From an optimization exercise on the open Yosys and OpenROAD flow, aimed at small area; shortcuts taken in it are not production practice. At most, simulation tests tie the RTL to the original design; equivalence was not proved. No driver is modelled on the clock port, so clocking that relies on it looks cheaper here than on a real chip. Power figures rest on the tool's default switching activity, not on a simulated workload.

// top_ps2
module top_ps2(input wire clk, input wire rst, input wire ps2_clk, input wire ps2_data,
           output wire ascii_new, output wire [6:0] ascii_code);
For scale: roughly 12 I/O pins, ~2600 um2 of cells after synthesis.
clock: 20.0 ns
lec_check: 0
abc_area: 1
cap_margin: 20
core_margin: 2
core_utilization: 40
gpl_timing_driven: 0
place_density: 0.6
slew_margin: 20
standard.sh (not shown) runs the stock make flow with config.mk's settings and CLKGATE_MAP_FILE= SYNTH_SCRIPT=/design/flow/synth_recipe.tcl, a recipe that flattens the netlist after the stock synthesis.
==> flow/flow/run.sh <==
#!/bin/bash
# Own layout flow: the standard synthesis, then the combinational logic between the
# (unchanged) registers is mapped again with an area-oriented ABC script, then the standard flow's
# standard layout steps from that netlist on. Each tool's output goes to its own log here.
set -euo pipefail
W=$(pwd)
F=$W/flow
R=$W/orfs/results/$FLOW_PLATFORM/top_ps2/base
LIB=$FLOW_HOME/platforms/$FLOW_PLATFORM/lib/sky130_fd_sc_hd__tt_025C_1v80.lib
YOSYS=$FLOW_HOME/../tools/install/yosys/bin/yosys
[ -x "$YOSYS" ] || YOSYS=yosys

bash standard.sh "$R/1_2_yosys.v" > synth_standard.log 2>&1
cp "$R/1_2_yosys.v" netlist_standard.v

# 2. map the logic between the registers again (registers kept as black boxes)
DONT_USE=$(sed -n '/DONT_USE_CELLS += /,/^#/p' "$FLOW_HOME/platforms/$FLOW_PLATFORM/config.mk" \
  | grep -o 'sky130_fd_sc_hd__[a-z0-9_]*' | sed 's/^/-dont_use /' | tr '\n' ' ')
cat > remap.ys <<EOY
read_liberty -ignore_miss_func $LIB
read_verilog netlist_standard.v
hierarchy -top $FLOW_TOP
blackbox sky130_fd_sc_hd__dfxtp_1
flatten
opt -purge
abc -liberty $LIB $DONT_USE -script $F/remap.abc
opt_clean -purge
splitnets
opt_clean -purge
hilomap -singleton -hicell sky130_fd_sc_hd__conb_1 HI -locell sky130_fd_sc_hd__conb_1 LO
insbuf -buf sky130_fd_sc_hd__buf_4 A X
stat -liberty $LIB
write_verilog -noattr -nohex -nodec netlist_remapped.v
EOY
"$YOSYS" -l remap.log -q -s remap.ys
cp netlist_remapped.v "$R/1_2_yosys.v"
touch "$R/1_2_yosys.v"

# 3. the standard layout steps on the remapped netlist
source "$F/layout_env.sh"
bash standard.sh finish > layout.log 2>&1
==> flow/flow/layout_env.sh <==
export CTS_ARGS="-sink_clustering_enable -repair_clock_nets -dont_use_dummy_load -buf_list {sky130_fd_sc_hd__clkbuf_4 sky130_fd_sc_hd__clkbuf_2}"
# Port buffers: the smallest buffer (the ports are lightly loaded).
export BUFFER_PORTS_ARGS="-buffer_cell sky130_fd_sc_hd__buf_1"
==> flow/flow/remap.abc <==
strash
dch -f
amap
topo
stime -c
Edit:
- GPL_TIMING_DRIVEN: 0 -> unset
Critical path depth does not change.
Area after synthesis is unchanged.
Setup slack improved by 460 ps.
Register-to-register slack improved by 210 ps.
Via count came out higher by 3.8%.
Power came out lower by 0.71%.
Utilization came out higher by 0.30 points.
Global-route usage came out higher by 0.54 points.
Edit:
- CAP_MARGIN: 20 -> 0
- CORE_UTILIZATION: 40 -> 65
- PLACE_DENSITY: 0.6 -> 0.8
- SLEW_MARGIN: 20 -> 0
Hold slack degrades by 10 ps; global-route usage is higher by 16 points; power goes up by 1.7%; via count increases by 3.6%; wire length grows by 1.6%; worst setup slack improves by 240 ps; cell area drops by 1.3%; final cell count came out lower by 6.7%.
Edit:
- CORE_UTILIZATION: 65 -> 40
- PLACE_DENSITY: 0.8 -> 0.6
=>
- The changed run completed without violations
- sequential share of layout area is lower by 0.54 points
- cell count is higher by 7.2%
- register-to-register slack gets worse by 270 ps
- wire length is lower by about 1.6%
- die area is higher by about 60%
- count of clock-buffer cells in the layout does not change
- clock power is lower by about 2%
- combinational power is lower by about 7%
Function was not checked in any run of this note: the RTL went through the layout flow alone.

Another version of the RTL of top_ps2 (not shown whole).
Size: roughly 320 cells after synthesis, roughly 2500 sq um of cells after synthesis.
Settings: LEC_CHECK=0, ABC_AREA=1, CAP_MARGIN=20, CORE_MARGIN=2, CORE_UTILIZATION=70, GPL_TIMING_DRIVEN=0, PLACE_DENSITY=0.9, SLEW_MARGIN=20; clock period 20.0 ns.
==> flow/flow/layout_env.sh <==
# Settings for the layout steps after synthesis.
# Clock: before CTS, flow/pre_cts.tcl splits the register clock pins into three
# groups by position, each behind one clkbuf_8 that the clock port drives, and
# tells TritonCTS to leave those nets alone.
export PRE_CTS_TCL=$PWD/flow/pre_cts.tcl
export OWN_CLKBUF=sky130_fd_sc_hd__clkbuf_8
export OWN_CLK_GROUPS=3
# (CTS options, used only if TritonCTS has a net to build: small buffers, no dummy loads.)
export CTS_ARGS="-sink_clustering_enable -repair_clock_nets -dont_use_dummy_load -buf_list {sky130_fd_sc_hd__clkbuf_4 sky130_fd_sc_hd__clkbuf_2}"
# Port buffers: the smallest buffer (the ports are lightly loaded).
export BUFFER_PORTS_ARGS="-buffer_cell sky130_fd_sc_hd__buf_1"
==> flow/flow/pre_cts.tcl <==
set block [ord::get_db_block]
set db [ord::get_db]
set master [$db findMaster $::env(OWN_CLKBUF)]
set ngroups $::env(OWN_CLK_GROUPS)
set clknet [$block findNet clk]
set pins {}
foreach iterm [$clknet getITerms] {
  if {[[$iterm getMTerm] getName] == "CLK"} {
    set bb [[$iterm getInst] getBBox]
    lappend pins [list $iterm [expr {([$bb xMin] + [$bb xMax]) / 2}] [expr {([$bb yMin] + [$bb yMax]) / 2}]]
  }
}
proc split_groups {pins n axis} {
  if {$n <= 1} { return [list $pins] }
  set sorted [lsort -integer -index $axis $pins]
  set h [expr {$n / 2}]
  set cut [expr {[llength $sorted] * $h / $n}]
  set other [expr {$axis == 1 ? 2 : 1}]
  return [concat [split_groups [lrange $sorted 0 [expr {$cut - 1}]] $h $other] \
                 [split_groups [lrange $sorted $cut end] [expr {$n - $h}] $other]]
}
set skip {clk}
set g 0
foreach grp [split_groups $pins $ngroups 1] {
  set net [odb::dbNet_create $block "clk_leaf$g"]
  $net setSigType CLOCK
  set xs 0; set ys 0
  foreach p $grp {
    set it [lindex $p 0]
    $it disconnect
    $it connect $net
    incr xs [lindex $p 1]; incr ys [lindex $p 2]
  }
  set n [llength $grp]
  set buf [odb::dbInst_create $block $master "clkleaf_buf$g"]
  [$buf findITerm A] connect $clknet
  [$buf findITerm X] connect $net
  $buf setLocation [expr {$xs / $n}] [expr {$ys / $n}]
  $buf setPlacementStatus PLACED
  puts "pre_cts: clk_leaf$g drives $n clock pins"
  lappend skip "clk_leaf$g"
  incr g
}
global_connect
set_cts_config -skip_nets $skip
Scripts as last shown in full above: flow/flow/run.sh, flow/flow/remap.abc
The baseline produced a clean layout.
Then changed:
- CORE_UTILIZATION: 70 -> 40
- PLACE_DENSITY: 0.9 -> 0.6
Maximum frequency goes down by 1.2%.
Hold slack barely changes.
Sequential share of layout area is lower by 0.60 points.
Clock skew came out lower by 0.0055 ns.
Routed wire length came out lower by 5.7%.
Cell area is higher by 1.4%.
Total power went down by 0.89%.
Setup slack degrades by 0.10 ns.
Core utilization shrinks by 33 points.
Final cell count rose by 7.7%.
Synthesized cell count does not change.

## re-timing with driven ports
How much do the figures lean on ideal ports? The routed layouts below were timed once more, with nothing changed but the port constraints. Step 1: set_driving_cell puts a clkbuf_16 on clk and a buf_2 on each other input, an assumption about the parent block. Step 2, shift: input delay + t, output delay - t, t = (earliest + latest rising clock arrival at the registers) / 2. This alone moves slack from input paths to output paths. Three values: ideal, step 1, step 2; two values: the first two.
| run | t (ns) | setup slack, ns | hold slack, ns |
|---|---|---|---|
| the first run of note 1 | 0.401 | 11.294 / 11.269 / 11.670 | 0.365 / 0.365 / 0.365 |
| the second run of note 1 | 0.393 | 11.750 / 11.725 / 12.118 | 0.389 / 0.389 / 0.389 |
| the third run of note 1 | 0.398 | 11.991 / 11.964 / 12.362 | 0.379 / 0.379 / 0.379 |
| the fourth run of note 1 | 0.393 | 11.750 / 11.725 / 12.118 | 0.389 / 0.389 / 0.389 |
| the first run of note 2 | 0.208 | 11.506 / 11.460 / 11.667 | 0.358 / 0.358 / 0.358 |
| the second run of note 2 | 0.206 | 11.405 / 11.358 / 11.564 | 0.358 / 0.358 / 0.358 |
After both steps every run listed still meets setup and hold.
